Context: an optimization exercise on an open-source flow, tuned for small area, a short achievable clock period and few clock cycles. The choices shown serve that exercise and are no tape-out recipe.
In this exercise RTL edits were held to simulation tests only and were not proved equivalent to the original.

==> flow/design.v (outline; a module is shown in full before it is edited, if it fits) <==
// module bk_add64: 26 lines
// module mul_csa: 2869 lines
// module cpu: 151 lines
module cpu(clk, reset, imem_addr, imem_data, dmem_addr, dmem_we, dmem_wdata, dmem_rdata);
  // ...
==> flow/flow/run.sh <==
#!/bin/bash
# Layout flow: the standard ORFS flow (standard.sh: same synthesis, floorplan, power
# grid, placement, CTS and routing, same clock period and SDC), with two changes to how
# the layout is optimised:
#  - SETUP_SLACK_MARGIN asks ORFS's timing repair to leave 26.1 ns of slack on the 34 ns
#    clock, so it sizes and buffers the design for a period of about 7.9 ns, on every
#    violating endpoint (TNS_END_PERCENT=100);
#  - the port buffers that buffer_ports inserts are plain buffers (buf_2, which repair may
#    resize) rather than its default delay-buffer cell.
# make's full output goes to standard_flow.log here; ORFS's per-step logs stay under orfs/logs.
set -euo pipefail
bash standard.sh SETUP_SLACK_MARGIN=26.1 TNS_END_PERCENT=100 \
  "BUFFER_PORTS_ARGS=-buffer_cell sky130_fd_sc_hd__buf_2" finish > standard_flow.log 2>&1
==> flow/standard.sh <==
#!/bin/bash
# synth_recipe.tcl (not shown) runs the flow's synth.tcl, then flattens the netlist and writes it again
# the make line also repeats each setting of config.mk as NAME=value (left out here)
make -C /OpenROAD-flow-scripts/flow DESIGN_CONFIG=/design/flow/config.mk WORK_HOME=/design/flow/orfs CLKGATE_MAP_FILE= SYNTH_SCRIPT=/design/flow/synth_recipe.tcl "${@:-finish}"
==> flow/config.mk <==
export PLATFORM = sky130hd
export DESIGN_NAME = cpu
export DESIGN_NICKNAME = cpu
export VERILOG_FILES = /design/flow/design.v
export SDC_FILE = /design/flow/constraint.sdc
export NUM_CORES = 4
export LEC_CHECK = 0
export ABC_AREA = 1
export CAP_MARGIN = 20
export CORE_MARGIN = 2
export CORE_UTILIZATION = 55
export CTS_CLUSTER_DIAMETER = 90
export CTS_CLUSTER_SIZE = 20
export PLACE_DENSITY = 0.65
export SLEW_MARGIN = 20
==> flow/constraint.sdc <==
create_clock -name core_clock -period 34.0 [get_ports {clk}]
set_input_delay 6.8000 -clock core_clock [delete_from_list [all_inputs] [get_ports {clk}]]
set_output_delay 6.8000 -clock core_clock [all_outputs]
set_load 0.01 [all_outputs]
==> impl_metrics.toml, run 1 <==
[finish]
fin_cells = 21314
nMultiInputCombCells = 12897

[setup_path]
crit_chain = "buf_6"
endpoint = "dmem_wdata[27]"
worstSetupPathType = "reg -> out"
crit_required_ps = 27200

[logic_synthesis]
synth_xor_xnor_area_share_pct = 6.40
yosysWarnings = 2
synthCells = 17586
ys_top_cells_by_area = "edfxtp_1 39%, nand2_1 16%, fa_1 12%, xor2_1 6.1%, dfxtp_1 5.7%"

[grt]
grt_util_met1_pct = 69.6
use_met3_pct = 29.3
grt_overflow_total = 0
grt_usage_pct = 57.0

[die]
num_io_pins = 178
initial_core_util_pct = 55.3
die_w_um = 534

[detailed_routing]
drtAntennaViolNets = 0
drtIter0Drc = 30321
dr.pass1.iters = 13
met1_length_um = 271000

[clocking]
cts_buffers = 159
cts_buffer_depth = 4

[min_path]
hold_depth = 0

[timing]
setup_viol_count_final = 0
setup_ws_ps = 25710

[status]
status = "complete, no violations"

[placement]
dp_cells = 20907
Testbench counts, summed over its fixed seeds: cycles 70,492.
==> module cpu, before the edit <==
module cpu(clk, reset, imem_addr, imem_data, dmem_addr, dmem_we, dmem_wdata, dmem_rdata);
	input logic clk, reset;
	output logic [7:0] imem_addr;
	input logic [31:0] imem_data;
	output logic [6:0] dmem_addr;
	output logic dmem_we;
	output logic [63:0] dmem_wdata;
	input logic [63:0] dmem_rdata;
	logic [7:0]  pc, pcD;           
	logic [31:0] ir;
	logic [30:0] selA, selB;        
	logic        fwdA, fwdB;        
	logic [63:0] mres, msd;         
	logic [63:0] mx1, mx2, mx3;     
	logic [6:0]  maddr;             
	logic [4:0]  mrd;
	logic        mwr, mld, mmul, mrev, mst;
	logic        fn, fv;            
	logic [30:0][63:0] rf;
	assign imem_addr  = pc;
	assign dmem_addr  = maddr;
	assign dmem_we    = mst;
	assign dmem_wdata = msd;
	function automatic logic [10:0] dec(input logic [31:0] x);
		dec[10] = x[31:22] == 10'b1001000100;
		dec[9]  = x[31:21] == 11'b10101011000;
		dec[8]  = x[31:21] == 11'b11101011000 && x[15:10] == 6'b0;
		dec[7]  = x[31:21] == 11'b10011011000 && x[14:10] == 5'h1F;   
		dec[6]  = x[31:21] == 11'b11010011011 && x[20:16] == 5'b0;
		dec[5]  = x[31:21] == 11'b11010011010 && x[20:16] == 5'b0;
		dec[4]  = x[31:21] == 11'b11111000010 && x[11:10] == 2'b0;
		dec[3]  = x[31:21] == 11'b11111000000 && x[11:10] == 2'b0;
		dec[2]  = x[31:26] == 6'b000101;
		dec[1]  = x[31:24] == 8'b01010100 && x[4:0] == 5'b01011;
		dec[0]  = x[31:24] == 8'b10110100;
	endfunction
	logic i_addi, i_adds, i_subs, i_mul, i_lsl, i_lsr, i_ldur, i_stur, i_b, i_blt, i_cbz;
	assign {i_addi, i_adds, i_subs, i_mul, i_lsl, i_lsr, i_ldur, i_stur, i_b, i_blt, i_cbz} = dec(ir);
	logic [4:0] rd;
	assign rd = ir[4:0];
	logic writes, alu_wr, mul_wr;
	assign writes = (i_addi | i_adds | i_subs | i_mul | i_lsl | i_lsr | i_ldur) && rd != 5'd31;
	assign alu_wr = writes & ~i_ldur & ~i_mul & ~i_lsl & ~i_lsr;
	assign mul_wr = writes & (i_mul | i_lsl | i_lsr);
	logic [10:0] nd;
	logic [4:0]  n_rn, n_rb;
	logic        n_usesA, n_usesB;
	assign nd = dec(imem_data);
	assign n_rn = imem_data[9:5];
	assign n_rb = imem_data[25] ? imem_data[20:16] : imem_data[4:0];
	assign n_usesA = |{nd[10:3]};
	assign n_usesB = nd[9] | nd[8] | nd[7] | nd[3] | nd[0];
	logic [31:0] n_selA, n_selB;
	assign n_selA = 32'b1 << n_rn;
	assign n_selB = 32'b1 << n_rb;
	logic taken;
	logic [7:0] off, pc_n;
	assign taken = i_b | (i_blt & (fn ^ fv)) | (i_cbz & ~|opB);
	assign off   = i_b ? ir[7:0] : ir[12:5];
	assign pc_n  = taken ? pcD + off : pc + 8'd1;
	logic bubble;
	assign bubble = mul_wr && ((n_usesA && rd == n_rn) || (n_usesB && rd == n_rb));
	always_ff @(posedge clk) begin
		if (reset) begin
			pc <= 8'd0;
			ir <= 32'b0;
		end else begin
			if (!bubble) pc <= pc_n;
			ir <= bubble ? 32'b0 : imem_data;
		end
	end
	always_ff @(posedge clk) begin
		pcD  <= pc;
		selA <= n_selA[30:0];
		selB <= n_selB[30:0];
		fwdA <= alu_wr && rd == n_rn;
		fwdB <= alu_wr && rd == n_rb;
	end
	logic [63:0] rdA, rdB, opA, opB;
	always_comb begin
		rdA = 64'b0;
		rdB = 64'b0;
		for (int k = 0; k < 31; k++) begin
			rdA = rdA | ({64{selA[k]}} & rf[k]);
			rdB = rdB | ({64{selB[k]}} & rf[k]);
		end
	end
	assign opA = fwdA ? mres : rdA;
	assign opB = fwdB ? mres : rdB;
	logic [63:0] bsel, bx, sum;
	logic [3:0][63:0] mrow;
	logic cout, ovf;
	assign bsel = i_addi ? {52'b0, ir[21:10]} : (i_ldur | i_stur) ? {{55{ir[20]}}, ir[20:12]} : opB;
	assign bx   = i_subs ? ~opB : bsel;
	bk_add64 alu_add (.a(opA), .b(bx), .ci(i_subs), .s(sum), .co(cout));
	assign ovf  = (opA[63] == bx[63]) && (sum[63] != opA[63]);
	logic [63:0] revA, mulA, mulB;
	logic use_mul;
	assign use_mul = i_mul | i_lsl | i_lsr;
	always_comb for (int k = 0; k < 64; k++) revA[k] = opA[63 - k];
	assign mulA = i_lsr ? revA : opA;
	assign mulB = (i_lsl | i_lsr) ? (64'b1 << ir[15:10]) : opB;
	mul_csa mult (.a(mulA), .b(mulB), .r(mrow));
	logic [63:0] res_n;
	assign res_n = use_mul ? mrow[0] : sum;
	always_ff @(posedge clk)
		if (i_adds | i_subs) begin
			fn <= sum[63];
			fv <= ovf;
		end
	always_ff @(posedge clk) begin
		if (reset) begin
			mwr  <= 1'b0;
			mst  <= 1'b0;
			mmul <= 1'b0;
			mrev <= 1'b0;
		end else begin
			mwr  <= writes;
			mst  <= i_stur;
			mmul <= mul_wr;
			mrev <= i_lsr;
		end
	end
	always_ff @(posedge clk) begin
		mld   <= i_ldur;
		mrd   <= rd;
		mres  <= res_n;
		msd   <= opB;
		maddr <= sum[9:3];
		mx1   <= mrow[1];
		mx2   <= mrow[2];
		mx3   <= mrow[3];
	end
	logic [63:0] prod, revP, wb;
	logic [63:0] t1s, t1c, t2s, t2c;
	logic pco;
	assign t1s = mres ^ mx1 ^ mx2;
	assign t1c = {(mres[62:0] & mx1[62:0]) | (mres[62:0] & mx2[62:0]) | (mx1[62:0] & mx2[62:0]), 1'b0};
	assign t2s = t1s ^ t1c ^ mx3;
	assign t2c = {(t1s[62:0] & t1c[62:0]) | (t1s[62:0] & mx3[62:0]) | (t1c[62:0] & mx3[62:0]), 1'b0};
	bk_add64 mul_add (.a(t2s), .b(t2c), .ci(1'b0), .s(prod), .co(pco));
	always_comb for (int k = 0; k < 64; k++) revP[k] = prod[63 - k];
	assign wb = mld ? dmem_rdata : mmul ? (mrev ? revP : prod) : mres;
	genvar g;
	generate
		for (g = 0; g < 31; g++) begin : regs
			always_ff @(posedge clk)
				if (mwr && mrd == g) rf[g] <= wb;
		end
	endgenerate
endmodule
==> inputs of run 2 (changes only) <==
--- a/flow/design.v
+++ b/flow/design.v
@@ -19,17 +19,17 @@
 				P[i] = P[i] & P[i - l];
 			end
 		c[0] = ci;
 		for (int i = 0; i < 64; i++) c[i + 1] = G[i];
 		s = p ^ c[63:0];
 		co = c[64];
 	end
 endmodule
-module mul_csa(input logic [63:0] a, input logic [63:0] b, output logic [3:0][63:0] r);
+module mul_csa(input logic [63:0] a, input logic [63:0] b, output logic [5:0][63:0] r);
   wire one0 = b[0] ^ 1'b0;
   wire two0 = (b[1] & ~b[0] & ~1'b0) | (~b[1] & b[0] & 1'b0);
   wire neg0 = b[1];
   wire p0_0 = (one0 & a[0]) ^ neg0;
   wire p0_1 = ((one0 & a[1]) | (two0 & a[0])) ^ neg0;
   wire p0_2 = ((one0 & a[2]) | (two0 & a[1])) ^ neg0;
   wire p0_3 = ((one0 & a[3]) | (two0 & a[2])) ^ neg0;
   wire p0_4 = ((one0 & a[4]) | (two0 & a[3])) ^ neg0;
@@ -2657,262 +2657,38 @@
   assign {c750, s750} = {1'b0, s592} + {1'b0, s593} + {1'b0, s594};
   wire s751, c751;
   assign {c751, s751} = {1'b0, s595} + {1'b0, c407} + {1'b0, c588};
   wire s752, c752;
   assign {c752, s752} = {1'b0, c589} + {1'b0, c590} + {1'b0, c591};
   wire s753 = s596 ^ s597 ^ s598;
   wire s754 = s599 ^ c413 ^ c592;
   wire s755 = c593 ^ c594 ^ c595;
-  wire s756 = p0_6 ^ p1_6;
-  wire c756 = p0_6 & p1_6;
-  wire s757 = p0_7 ^ p1_7;
-  wire c757 = p0_7 & p1_7;
-  wire s758, c758;
-  assign {c758, s758} = {1'b0, p0_8} + {1'b0, p1_8} + {1'b0, p2_8};
-  wire s759 = p3_8 ^ p4_8;
-  wire c759 = p3_8 & p4_8;
-  wire s760, c760;
-  assign {c760, s760} = {1'b0, p0_9} + {1'b0, p1_9} + {1'b0, p2_9};
-  wire s761 = p3_9 ^ p4_9;
-  wire c761 = p3_9 & p4_9;
-  wire s762, c762;
-  assign {c762, s762} = {1'b0, s600} + {1'b0, p2_10} + {1'b0, p3_10};
-  wire s763, c763;
-  assign {c763, s763} = {1'b0, p4_10} + {1'b0, p5_10} + {1'b0, neg5};
-  wire s764, c764;
-  assign {c764, s764} = {1'b0, s601} + {1'b0, p2_11} + {1'b0, p3_11};
-  wire s765, c765;
-  assign {c765, s765} = {1'b0, p4_11} + {1'b0, p5_11} + {1'b0, c600};
-  wire s766, c766;
-  assign {c766, s766} = {1'b0, s602} + {1'b0, s603} + {1'b0, p5_12};
-  wire s767, c767;
-  assign {c767, s767} = {1'b0, p6_12} + {1'b0, neg6} + {1'b0, c601};
-  wire s768, c768;
-  assign {c768, s768} = {1'b0, s604} + {1'b0, s605} + {1'b0, p5_13};
-  wire s769, c769;
-  assign {c769, s769} = {1'b0, p6_13} + {1'b0, c602} + {1'b0, c603};
-  wire s770, c770;
-  assign {c770, s770} = {1'b0, s606} + {1'b0, s607} + {1'b0, s608};
-  wire s771, c771;
-  assign {c771, s771} = {1'b0, neg7} + {1'b0, c604} + {1'b0, c605};
-  wire s772, c772;
-  assign {c772, s772} = {1'b0, s609} + {1'b0, s610} + {1'b0, s611};
-  wire s773, c773;
-  assign {c773, s773} = {1'b0, c606} + {1'b0, c607} + {1'b0, c608};
-  wire s774, c774;
-  assign {c774, s774} = {1'b0, s612} + {1'b0, s613} + {1'b0, s614};
-  wire s775, c775;
-  assign {c775, s775} = {1'b0, c609} + {1'b0, c610} + {1'b0, c611};
-  wire s776, c776;
-  assign {c776, s776} = {1'b0, s615} + {1'b0, s616} + {1'b0, s617};
-  wire s777, c777;
-  assign {c777, s777} = {1'b0, c612} + {1'b0, c613} + {1'b0, c614};
-  wire s778, c778;
-  assign {c778, s778} = {1'b0, s618} + {1'b0, s619} + {1'b0, s620};
-  wire s779, c779;
-  assign {c779, s779} = {1'b0, c615} + {1'b0, c616} + {1'b0, c617};
-  wire s780, c780;
-  assign {c780, s780} = {1'b0, s621} + {1'b0, s622} + {1'b0, s623};
-  wire s781, c781;
-  assign {c781, s781} = {1'b0, c618} + {1'b0, c619} + {1'b0, c620};
-  wire s782, c782;
-  assign {c782, s782} = {1'b0, s624} + {1'b0, s625} + {1'b0, s626};
-  wire s783, c783;
-  assign {c783, s783} = {1'b0, c621} + {1'b0, c622} + {1'b0, c623};
-  wire s784, c784;
-  assign {c784, s784} = {1'b0, s627} + {1'b0, s628} + {1'b0, s629};
-  wire s785, c785;
-  assign {c785, s785} = {1'b0, c624} + {1'b0, c625} + {1'b0, c626};
-  wire s786, c786;
-  assign {c786, s786} = {1'b0, s630} + {1'b0, s631} + {1'b0, s632};
-  wire s787, c787;
-  assign {c787, s787} = {1'b0, c627} + {1'b0, c628} + {1'b0, c629};
-  wire s788, c788;
-  assign {c788, s788} = {1'b0, s633} + {1'b0, s634} + {1'b0, s635};
-  wire s789, c789;
-  assign {c789, s789} = {1'b0, c630} + {1'b0, c631} + {1'b0, c632};
-  wire s790, c790;
-  assign {c790, s790} = {1'b0, s636} + {1'b0, s637} + {1'b0, s638};
-  wire s791, c791;
-  assign {c791, s791} = {1'b0, c633} + {1'b0, c634} + {1'b0, c635};
-  wire s792, c792;
-  assign {c792, s792} = {1'b0, s639} + {1'b0, s640} + {1'b0, s641};
-  wire s793, c793;
-  assign {c793, s793} = {1'b0, c636} + {1'b0, c637} + {1'b0, c638};
-  wire s794, c794;
-  assign {c794, s794} = {1'b0, s642} + {1'b0, s643} + {1'b0, s644};
-  wire s795, c795;
-  assign {c795, s795} = {1'b0, c639} + {1'b0, c640} + {1'b0, c641};
-  wire s796, c796;
-  assign {c796, s796} = {1'b0, s645} + {1'b0, s646} + {1'b0, s647};
-  wire s797, c797;
-  assign {c797, s797} = {1'b0, c642} + {1'b0, c643} + {1'b0, c644};
-  wire s798, c798;
-  assign {c798, s798} = {1'b0, s648} + {1'b0, s649} + {1'b0, s650};
-  wire s799, c799;
-  assign {c799, s799} = {1'b0, c645} + {1'b0, c646} + {1'b0, c647};
-  wire s800, c800;
-  assign {c800, s800} = {1'b0, s651} + {1'b0, s652} + {1'b0, s653};
-  wire s801, c801;
-  assign {c801, s801} = {1'b0, c648} + {1'b0, c649} + {1'b0, c650};
-  wire s802, c802;
-  assign {c802, s802} = {1'b0, s654} + {1'b0, s655} + {1'b0, s656};
-  wire s803, c803;
-  assign {c803, s803} = {1'b0, c651} + {1'b0, c652} + {1'b0, c653};
-  wire s804, c804;
-  assign {c804, s804} = {1'b0, s657} + {1'b0, s658} + {1'b0, s659};
-  wire s805, c805;
-  assign {c805, s805} = {1'b0, c654} + {1'b0, c655} + {1'b0, c656};
-  wire s806, c806;
-  assign {c806, s806} = {1'b0, s660} + {1'b0, s661} + {1'b0, s662};
-  wire s807, c807;
-  assign {c807, s807} = {1'b0, c657} + {1'b0, c658} + {1'b0, c659};
-  wire s808, c808;
-  assign {c808, s808} = {1'b0, s663} + {1'b0, s664} + {1'b0, s665};
-  wire s809, c809;
-  assign {c809, s809} = {1'b0, c660} + {1'b0, c661} + {1'b0, c662};
-  wire s810, c810;
-  assign {c810, s810} = {1'b0, s666} + {1'b0, s667} + {1'b0, s668};
-  wire s811, c811;
-  assign {c811, s811} = {1'b0, c663} + {1'b0, c664} + {1'b0, c665};
-  wire s812, c812;
-  assign {c812, s812} = {1'b0, s669} + {1'b0, s670} + {1'b0, s671};
-  wire s813, c813;
-  assign {c813, s813} = {1'b0, c666} + {1'b0, c667} + {1'b0, c668};
-  wire s814, c814;
-  assign {c814, s814} = {1'b0, s672} + {1'b0, s673} + {1'b0, s674};
-  wire s815, c815;
-  assign {c815, s815} = {1'b0, c669} + {1'b0, c670} + {1'b0, c671};
-  wire s816, c816;
-  assign {c816, s816} = {1'b0, s675} + {1'b0, s676} + {1'b0, s677};
-  wire s817, c817;
-  assign {c817, s817} = {1'b0, c672} + {1'b0, c673} + {1'b0, c674};
-  wire s818, c818;
-  assign {c818, s818} = {1'b0, s678} + {1'b0, s679} + {1'b0, s680};
-  wire s819, c819;
-  assign {c819, s819} = {1'b0, c675} + {1'b0, c676} + {1'b0, c677};
-  wire s820, c820;
-  assign {c820, s820} = {1'b0, s681} + {1'b0, s682} + {1'b0, s683};
-  wire s821, c821;
-  assign {c821, s821} = {1'b0, c678} + {1'b0, c679} + {1'b0, c680};
-  wire s822, c822;
-  assign {c822, s822} = {1'b0, s684} + {1'b0, s685} + {1'b0, s686};
-  wire s823, c823;
-  assign {c823, s823} = {1'b0, c681} + {1'b0, c682} + {1'b0, c683};
-  wire s824, c824;
-  assign {c824, s824} = {1'b0, s687} + {1'b0, s688} + {1'b0, s689};
-  wire s825, c825;
-  assign {c825, s825} = {1'b0, c684} + {1'b0, c685} + {1'b0, c686};
-  wire s826, c826;
-  assign {c826, s826} = {1'b0, s690} + {1'b0, s691} + {1'b0, s692};
-  wire s827, c827;
-  assign {c827, s827} = {1'b0, c687} + {1'b0, c688} + {1'b0, c689};
-  wire s828, c828;
-  assign {c828, s828} = {1'b0, s693} + {1'b0, s694} + {1'b0, s695};
-  wire s829, c829;
-  assign {c829, s829} = {1'b0, c690} + {1'b0, c691} + {1'b0, c692};
-  wire s830, c830;
-  assign {c830, s830} = {1'b0, s696} + {1'b0, s697} + {1'b0, s698};
-  wire s831, c831;
-  assign {c831, s831} = {1'b0, c693} + {1'b0, c694} + {1'b0, c695};
-  wire s832, c832;
-  assign {c832, s832} = {1'b0, s699} + {1'b0, s700} + {1'b0, s701};
-  wire s833, c833;
-  assign {c833, s833} = {1'b0, c696} + {1'b0, c697} + {1'b0, c698};
-  wire s834, c834;
-  assign {c834, s834} = {1'b0, s702} + {1'b0, s703} + {1'b0, s704};
-  wire s835, c835;
-  assign {c835, s835} = {1'b0, c699} + {1'b0, c700} + {1'b0, c701};
-  wire s836, c836;
-  assign {c836, s836} = {1'b0, s705} + {1'b0, s706} + {1'b0, s707};
-  wire s837, c837;
-  assign {c837, s837} = {1'b0, c702} + {1'b0, c703} + {1'b0, c704};
-  wire s838, c838;
-  assign {c838, s838} = {1'b0, s708} + {1'b0, s709} + {1'b0, s710};
-  wire s839, c839;
-  assign {c839, s839} = {1'b0, c705} + {1'b0, c706} + {1'b0, c707};
-  wire s840, c840;
-  assign {c840, s840} = {1'b0, s711} + {1'b0, s712} + {1'b0, s713};
-  wire s841, c841;
-  assign {c841, s841} = {1'b0, c708} + {1'b0, c709} + {1'b0, c710};
-  wire s842, c842;
-  assign {c842, s842} = {1'b0, s714} + {1'b0, s715} + {1'b0, s716};
-  wire s843, c843;
-  assign {c843, s843} = {1'b0, c711} + {1'b0, c712} + {1'b0, c713};
-  wire s844, c844;
-  assign {c844, s844} = {1'b0, s717} + {1'b0, s718} + {1'b0, s719};
-  wire s845, c845;
-  assign {c845, s845} = {1'b0, c714} + {1'b0, c715} + {1'b0, c716};
-  wire s846, c846;
-  assign {c846, s846} = {1'b0, s720} + {1'b0, s721} + {1'b0, s722};
-  wire s847, c847;
-  assign {c847, s847} = {1'b0, c717} + {1'b0, c718} + {1'b0, c719};
-  wire s848, c848;
-  assign {c848, s848} = {1'b0, s723} + {1'b0, s724} + {1'b0, s725};
-  wire s849, c849;
-  assign {c849, s849} = {1'b0, c720} + {1'b0, c721} + {1'b0, c722};
-  wire s850, c850;
-  assign {c850, s850} = {1'b0, s726} + {1'b0, s727} + {1'b0, s728};
-  wire s851, c851;
-  assign {c851, s851} = {1'b0, c723} + {1'b0, c724} + {1'b0, c725};
-  wire s852, c852;
-  assign {c852, s852} = {1'b0, s729} + {1'b0, s730} + {1'b0, s731};
-  wire s853, c853;
-  assign {c853, s853} = {1'b0, c726} + {1'b0, c727} + {1'b0, c728};
-  wire s854, c854;
-  assign {c854, s854} = {1'b0, s732} + {1'b0, s733} + {1'b0, s734};
-  wire s855, c855;
-  assign {c855, s855} = {1'b0, c729} + {1'b0, c730} + {1'b0, c731};
-  wire s856, c856;
-  assign {c856, s856} = {1'b0, s735} + {1'b0, s736} + {1'b0, s737};
-  wire s857, c857;
-  assign {c857, s857} = {1'b0, c732} + {1'b0, c733} + {1'b0, c734};
-  wire s858, c858;
-  assign {c858, s858} = {1'b0, s738} + {1'b0, s739} + {1'b0, s740};
-  wire s859, c859;
-  assign {c859, s859} = {1'b0, c735} + {1'b0, c736} + {1'b0, c737};
-  wire s860, c860;
-  assign {c860, s860} = {1'b0, s741} + {1'b0, s742} + {1'b0, s743};
-  wire s861, c861;
-  assign {c861, s861} = {1'b0, c738} + {1'b0, c739} + {1'b0, c740};
-  wire s862, c862;
-  assign {c862, s862} = {1'b0, s744} + {1'b0, s745} + {1'b0, s746};
-  wire s863, c863;
-  assign {c863, s863} = {1'b0, c741} + {1'b0, c742} + {1'b0, c743};
-  wire s864, c864;
-  assign {c864, s864} = {1'b0, s747} + {1'b0, s748} + {1'b0, s749};
-  wire s865, c865;
-  assign {c865, s865} = {1'b0, c744} + {1'b0, c745} + {1'b0, c746};
-  wire s866, c866;
-  assign {c866, s866} = {1'b0, s750} + {1'b0, s751} + {1'b0, s752};
-  wire s867, c867;
-  assign {c867, s867} = {1'b0, c747} + {1'b0, c748} + {1'b0, c749};
-  wire s868 = s753 ^ s754 ^ s755;
-  wire s869 = c750 ^ c751 ^ c752;
-  assign r[0] = {s868, s866, s864, s862, s860, s858, s856, s854, s852, s850, s848, s846, s844, s842, s840, s838, s836, s834, s832, s830, s828, s826, s824, s822, s820, s818, s816, s814, s812, s810, s808, s806, s804, s802, s800, s798, s796, s794, s792, s790, s788, s786, s784, s782, s780, s778, s776, s774, s772, s770, s768, s766, s764, s762, s760, s758, s757, s756, p0_5, p0_4, p0_3, p0_2, p0_1, p0_0};
-  assign r[1] = {s869, s867, s865, s863, s861, s859, s857, s855, s853, s851, s849, s847, s845, s843, s841, s839, s837, s835, s833, s831, s829, s827, s825, s823, s821, s819, s817, s815, s813, s811, s809, s807, s805, s803, s801, s799, s797, s795, s793, s791, s789, s787, s785, s783, s781, s779, s777, s775, s773, s771, s769, s767, s765, s763, s761, s759, p2_7, p2_6, p1_5, p1_4, p1_3, p1_2, 1'b0, neg0};
-  assign r[2] = {c866, c864, c862, c860, c858, c856, c854, c852, c850, c848, c846, c844, c842, c840, c838, c836, c834, c832, c830, c828, c826, c824, c822, c820, c818, c816, c814, c812, c810, c808, c806, c804, c802, c800, c798, c796, c794, c792, c790, c788, c786, c784, c782, c780, c778, c776, c774, c772, c770, c768, c766, c764, c762, c760, c758, neg4, p3_7, p3_6, p2_5, p2_4, 1'b0, neg1, 1'b0, 1'b0};
-  assign r[3] = {c867, c865, c863, c861, c859, c857, c855, c853, c851, c849, c847, c845, c843, c841, c839, c837, c835, c833, c831, c829, c827, c825, c823, c821, c819, c817, c815, c813, c811, c809, c807, c805, c803, c801, c799, c797, c795, c793, c791, c789, c787, c785, c783, c781, c779, c777, c775, c773, c771, c769, c767, c765, c763, c761, c759, c757, c756, neg3, 1'b0, neg2, 1'b0, 1'b0, 1'b0, 1'b0};
+  assign r[0] = {s753, s750, s747, s744, s741, s738, s735, s732, s729, s726, s723, s720, s717, s714, s711, s708, s705, s702, s699, s696, s693, s690, s687, s684, s681, s678, s675, s672, s669, s666, s663, s660, s657, s654, s651, s648, s645, s642, s639, s636, s633, s630, s627, s624, s621, s618, s615, s612, s609, s606, s604, s602, s601, s600, p0_9, p0_8, p0_7, p0_6, p0_5, p0_4, p0_3, p0_2, p0_1, p0_0};
+  assign r[1] = {s754, s751, s748, s745, s742, s739, s736, s733, s730, s727, s724, s721, s718, s715, s712, s709, s706, s703, s700, s697, s694, s691, s688, s685, s682, s679, s676, s673, s670, s667, s664, s661, s658, s655, s652, s649, s646, s643, s640, s637, s634, s631, s628, s625, s622, s619, s616, s613, s610, s607, s605, s603, p2_11, p2_10, p1_9, p1_8, p1_7, p1_6, p1_5, p1_4, p1_3, p1_2, 1'b0, neg0};
+  assign r[2] = {s755, s752, s749, s746, s743, s740, s737, s734, s731, s728, s725, s722, s719, s716, s713, s710, s707, s704, s701, s698, s695, s692, s689, s686, s683, s680, s677, s674, s671, s668, s665, s662, s659, s656, s653, s650, s647, s644, s641, s638, s635, s632, s629, s626, s623, s620, s617, s614, s611, s608, p5_13, p5_12, p3_11, p3_10, p2_9, p2_8, p2_7, p2_6, p2_5, p2_4, 1'b0, neg1, 1'b0, 1'b0};
+  assign r[3] = {c750, c747, c744, c741, c738, c735, c732, c729, c726, c723, c720, c717, c714, c711, c708, c705, c702, c699, c696, c693, c690, c687, c684, c681, c678, c675, c672, c669, c666, c663, c660, c657, c654, c651, c648, c645, c642, c639, c636, c633, c630, c627, c624, c621, c618, c615, c612, c609, c606, neg7, p6_13, p6_12, p4_11, p4_10, p3_9, p3_8, p3_7, p3_6, 1'b0, neg2, 1'b0, 1'b0, 1'b0, 1'b0};
+  assign r[4] = {c751, c748, c745, c742, c739, c736, c733, c730, c727, c724, c721, c718, c715, c712, c709, c706, c703, c700, c697, c694, c691, c688, c685, c682, c679, c676, c673, c670, c667, c664, c661, c658, c655, c652, c649, c646, c643, c640, c637, c634, c631, c628, c625, c622, c619, c616, c613, c610, c607, c604, c602, neg6, p5_11, p5_10, p4_9, p4_8, 1'b0, neg3, 1'b0, 1'b0, 1'b0, 1'b0, 1'b0, 1'b0};
+  assign r[5] = {c752, c749, c746, c743, c740, c737, c734, c731, c728, c725, c722, c719, c716, c713, c710, c707, c704, c701, c698, c695, c692, c689, c686, c683, c680, c677, c674, c671, c668, c665, c662, c659, c656, c653, c650, c647, c644, c641, c638, c635, c632, c629, c626, c623, c620, c617, c614, c611, c608, c605, c603, c601, c600, neg5, 1'b0, neg4, 1'b0, 1'b0, 1'b0, 1'b0, 1'b0, 1'b0, 1'b0, 1'b0};
 endmodule
 `timescale 1ns/10ps
 module cpu(clk, reset, imem_addr, imem_data, dmem_addr, dmem_we, dmem_wdata, dmem_rdata);
 	input logic clk, reset;
 	output logic [7:0] imem_addr;
 	input logic [31:0] imem_data;
 	output logic [6:0] dmem_addr;
 	output logic dmem_we;
 	output logic [63:0] dmem_wdata;
 	input logic [63:0] dmem_rdata;
 	logic [7:0]  pc, pcD;           
 	logic [31:0] ir;
 	logic [30:0] selA, selB;        
 	logic        fwdA, fwdB;        
 	logic [63:0] mres, msd;         
-	logic [63:0] mx1, mx2, mx3;     
+	logic [63:0] mx1, mx2, mx3, mx4, mx5;   
 	logic [6:0]  maddr;             
 	logic [4:0]  mrd;
 	logic        mwr, mld, mmul, mrev, mst;
 	logic        fn, fv;            
 	logic [30:0][63:0] rf;
 	assign imem_addr  = pc;
 	assign dmem_addr  = maddr;
 	assign dmem_we    = mst;
@@ -2979,17 +2755,17 @@
 		for (int k = 0; k < 31; k++) begin
 			rdA = rdA | ({64{selA[k]}} & rf[k]);
 			rdB = rdB | ({64{selB[k]}} & rf[k]);
 		end
 	end
 	assign opA = fwdA ? mres : rdA;
 	assign opB = fwdB ? mres : rdB;
 	logic [63:0] bsel, bx, sum;
-	logic [3:0][63:0] mrow;
+	logic [5:0][63:0] mrow;
 	logic cout, ovf;
 	assign bsel = i_addi ? {52'b0, ir[21:10]} : (i_ldur | i_stur) ? {{55{ir[20]}}, ir[20:12]} : opB;
 	assign bx   = i_subs ? ~opB : bsel;
 	bk_add64 alu_add (.a(opA), .b(bx), .ci(i_subs), .s(sum), .co(cout));
 	assign ovf  = (opA[63] == bx[63]) && (sum[63] != opA[63]);
 	logic [63:0] revA, mulA, mulB;
 	logic use_mul;
 	assign use_mul = i_mul | i_lsl | i_lsr;
@@ -3021,25 +2797,21 @@
 		mld   <= i_ldur;
 		mrd   <= rd;
 		mres  <= res_n;
 		msd   <= opB;
 		maddr <= sum[9:3];
 		mx1   <= mrow[1];
 		mx2   <= mrow[2];
 		mx3   <= mrow[3];
+		mx4   <= mrow[4];
+		mx5   <= mrow[5];
 	end
 	logic [63:0] prod, revP, wb;
-	logic [63:0] t1s, t1c, t2s, t2c;
-	logic pco;
-	assign t1s = mres ^ mx1 ^ mx2;
-	assign t1c = {(mres[62:0] & mx1[62:0]) | (mres[62:0] & mx2[62:0]) | (mx1[62:0] & mx2[62:0]), 1'b0};
-	assign t2s = t1s ^ t1c ^ mx3;
-	assign t2c = {(t1s[62:0] & t1c[62:0]) | (t1s[62:0] & mx3[62:0]) | (t1c[62:0] & mx3[62:0]), 1'b0};
-	bk_add64 mul_add (.a(t2s), .b(t2c), .ci(1'b0), .s(prod), .co(pco));
+	assign prod = mres + mx1 + mx2 + mx3 + mx4 + mx5;
 	always_comb for (int k = 0; k < 64; k++) revP[k] = prod[63 - k];
 	assign wb = mld ? dmem_rdata : mmul ? (mrev ? revP : prod) : mres;
 	genvar g;
 	generate
 		for (g = 0; g < 31; g++) begin : regs
 			always_ff @(posedge clk)
 				if (mwr && mrd == g) rf[g] <= wb;
 		end
==> flow/flow/run.sh (replaced) <==
#!/bin/bash
# Layout flow: the standard ORFS flow (standard.sh: same synthesis, floorplan, power
# grid, placement, CTS and routing, same clock period and SDC), with two changes to how
# the layout is optimised:
#  - SETUP_SLACK_MARGIN asks ORFS's timing repair to leave 25.8 ns of slack on the 34 ns
#    clock, so it sizes and buffers the design for a period of about 8.2 ns, on every
#    violating endpoint (TNS_END_PERCENT=100);
#  - the port buffers that buffer_ports inserts are plain buffers (buf_2, which repair may
#    resize) rather than its default delay-buffer cell.
# make's full output goes to standard_flow.log here; ORFS's per-step logs stay under orfs/logs.
set -euo pipefail
bash standard.sh SETUP_SLACK_MARGIN=25.8 TNS_END_PERCENT=100 \
  "BUFFER_PORTS_ARGS=-buffer_cell sky130_fd_sc_hd__buf_2" finish > standard_flow.log 2>&1
==> flow/config.mk (replaced) <==
export PLATFORM = sky130hd
export DESIGN_NAME = cpu
export DESIGN_NICKNAME = cpu
export VERILOG_FILES = /design/flow/design.v
export SDC_FILE = /design/flow/constraint.sdc
export NUM_CORES = 4
export LEC_CHECK = 0
export ABC_AREA = 1
export CAP_MARGIN = 20
export CORE_MARGIN = 2
export CORE_UTILIZATION = 55
export CTS_CLUSTER_DIAMETER = 70
export CTS_CLUSTER_SIZE = 14
export PLACE_DENSITY = 0.65
export SLEW_MARGIN = 20
==> impl_metrics.toml, run 2 <==
[clocking]
worst_setup_hold_path_clk_slew_ps = 80
h-tree-depth = 4
cts_buffer_depth = 4
cts.sinks = 2538
cts_tree = "done"
clock-root-buffer = "clkbuf_16"
ctsHoldBuffers = 0
clk_latency_ps = 990
cts_buffers = 221

[finish]
final_common_cell = "nand2_1"
finalNetCount = 18814
layout_common_cells = "6373 x nand2_1, 1986 x edfxtp_1, 1200 x inv_1, 1127 x nor2_1, 1065 x xor2_1"
largest_register_ff_count = 1984
top_register = "rf"
area_growth_pct = 8.47
drive_gt1_share_pct = 7.41
top_regs = "rf: 1984 flops, mres: 64 flops, msd: 64 flops"

[grt]
grt_max_degree = 69
grt_pass1_vias = 137917
grt_usage_pct = 56.9
antenna_found_initial = 53
grt_overflow_total = 0
grt_pass1_wl_um = 1130000

[setup_path]
cp_num_buf_inv = 5
endpoint_kind = "register"
max_stage_delay_ps = 810
worstSetupPathType = "reg -> reg"
start_kind = "register"
arrival_ps = 9270
slowest_stage = "dfxtp_4"
crit_required_ps = 34800
crit_chain = "buf_4 -> nand2_1 -> nand2_1 -> nor2_1 -> nand2_1 -> nor2_1 -> nand2_1 -> nand3_1 -> nand2_2 -> buf_4 -> inv_2 -> nand3_1 -> nand2_2 -> o22ai_1 -> xor2_1 -> fa_1 -> fa_1 -> inv_1 -> fa_1 -> inv_1 -> fa_1 -> fa_1 -> a21oi_1"
crit_family = "adder cells"
cpMostUsedCell = "fa_1"
crit_path_max_fanout = 24

[detailed_routing]
vias_per_cell = 6.94
drc = 0
dr.pass1.iters = 12
drtAntennaViolNets = 0
routed_wl_um = 850000
vias = 149866
wl_per_cell_um = 39.4
drtIter0Drc = 32022

[timing]
rsz0062_at_grt = "true"
setup_tns_ps = 0
setup_viol_count_final = 0
clock.fmax_ghz = 0.118
relSlewSlack_pct = 11.2
fin_skew_ps = 78.3
post-route-period-util_pct = 24.9
maxSlewViolCount = 0
finalWorstPathRequiredPeriod_ps = 8460
hold_viol = 0
tightest_slew_ps = 1330

[logic_synthesis]
yosys.area.top_type = "edfxtp_1"
ys_top_cells_by_area = "edfxtp_1 38%, nand2_1 15%, fa_1 12%, dfxtp_1 7.0%, xor2_1 5.9%"
async_flop_share_pct = 0
syn_area_um2 = 158000
synth_nets = 19025
synthMostInstantiatedCell = "nand2_1"
synth_common_cells = "6410 x nand2_1, 1986 x edfxtp_1, 1219 x inv_1"
synth_ff_type = "edfxtp_1"
postSynthAreaPerCell_um2 = 8.86
synth-seq-cells = 2538
yosysWarnings = 2
synth.distinct_cells = 69
synth_enable_flop_cells = 1986
synth_top_area_share_pct = 37.8
synthCells = 17813
seq_area_frac_synth_pct = 44.8

[placement]
dp_hpwl_um = 532000
gp_congestion = 1.07
portBuffers = 177

[die]
core-area_um2 = 285000
num_io_pins = 178
row_count = 196
die_w_um = 540
die_y_um = 540
initial_core_util_pct = 55.3
dieArea_um2 = 291000

[min_path]
hold_path_class = "reg -> reg"

[flow_run]
maxCapViolations = 0

[status]
status = "complete, no violations"
## run 2: changes by cell type in the layout (fill, tap and decap cells not counted), moves of 45 or more
cell	before	now
nand2_1	6640	6373
dfxtp_1	307	429
inv_1	1125	1200
nand3_1	461	525
a21oi_1	286	345
buf_6	118	59
clkbuf_16	166	225
o21ai_0	330	276
buf_4	432	381
a221oi_1	2	50
nor2_1	1082	1127
## run 2: layout make-up
type | instances | area, µm²
clock buffer | 342 | 6130
inverter | 1294 | 4890
fill | 25414 | 114000
multi-input combinational | 12943 | 78500
timing repair buffer | 604 | 4970
antenna | 62 | 155
clock inverter | 45 | 738
sequential | 2538 | 71100
tap | 3762 | 4710
## run 2: worst paths after layout
| kind | start | end | slack (ps) | depth (start not counted) |
|---|---|---|---|---|
| min | pc[4] | pcD[4] | 490 | 1 |
| max reg2reg | selB[9] | mres[62] | 25540 | 23 |
| max | selB[9] | mres[62] | 25540 | 23 |
| min reg2reg | pc[4] | pcD[4] | 490 | 1 |
## run 2: worst reg2reg max path, delay by kind of cell (launching register included)
family                     cells  cell delay [ps]
buffers and inverters          5             2180
AOI/OAI and AO/OA              2              480
adders and majority gates      5             2680
and+or+nand+nor               10             2040
DFF                            1              810
xor gates and xnor gates       1              130
## run 2: metal layers
metal / global-route usage [%] / up-vias / part of all wire (%)
met4: 45.8 / 45 / 11
li1: - / 58168 / -
met1: 70.3 / 70205 / 32
met2: 73.6 / 16755 / 37
met5: 0.822 / - / 0.093
met3: 29.1 / 4693 / 20
## run 2: through the flow
stage / worst slack, ps / hold WS, ps / cell area, µm² / utilization [%] / instances
2_1_floorplan: 25380 / 364 / 158000 / - / 17813
3_3_place_gp: 24510 / 378 / 163000 / 57.2 / 21123
3_5_place_dp: 24550 / 384 / 163000 / 57.3 / 21128
4_1_cts: 25620 / 487 / 171000 / 59.9 / 21523
5_1_grt: 25730 / 498 / 171000 / 60.0 / 21536
6_report: 25540 / 488 / 171000 / 60.0 / 21590
## run 2: cell families after synthesis
family	share of synthesized area [%]
and+or+nand+nor	22.2
buffers and inverters	5.99
DFF	44.8
xor gates and xnor gates	6.21
AOI/OAI and AO/OA	7.58
adders and majority gates	13.2
muxes	0.0317
## run 2: what timing repair did
action                                  in CTS  in global routing
cloned                                       0                  1
endpoints found under the setup margin     105                100
resized for setup                          152                 34
pin swaps                                    0                  2
buffers inserted                             8                  1
Testbench counts of run 2, summed over its fixed seeds: cycles 70,492.

## re-timing with driven ports
Ports are ideal in the flow. The routed layouts listed here were re-timed in OpenROAD.
Step 1 sets driving cells, clkbuf_16 on the clock port and buf_2 on the other inputs (assumed; they add their load-dependent delay and slew).
Step 2, shift: input delay + t, output delay - t, t = (earliest + latest rising clock arrival at the registers) / 2. This alone moves slack from input paths to output paths.
Three values: no drivers, after step 1, after step 2; two values: the first two.
| run | shift t [ns] | setup slack, ns | worst setup path after step 2 | worst slew at a driven data input, ns | pins driven straight from the clock port |
|---|---|---|---|---|---|
| run 1 | 1.026 | 25.705 / 25.590 / 25.329 | input to register | 0.11 | 1 |
| run 2 | 1.067 | 25.535 / 25.535 / 24.986 | input to register | 0.13 | 1 |
After both steps setup and hold are still met in every run listed. The setup slack of run 2, which loses most, moves by 0.000 ns with the drivers and by -0.549 ns with both steps.
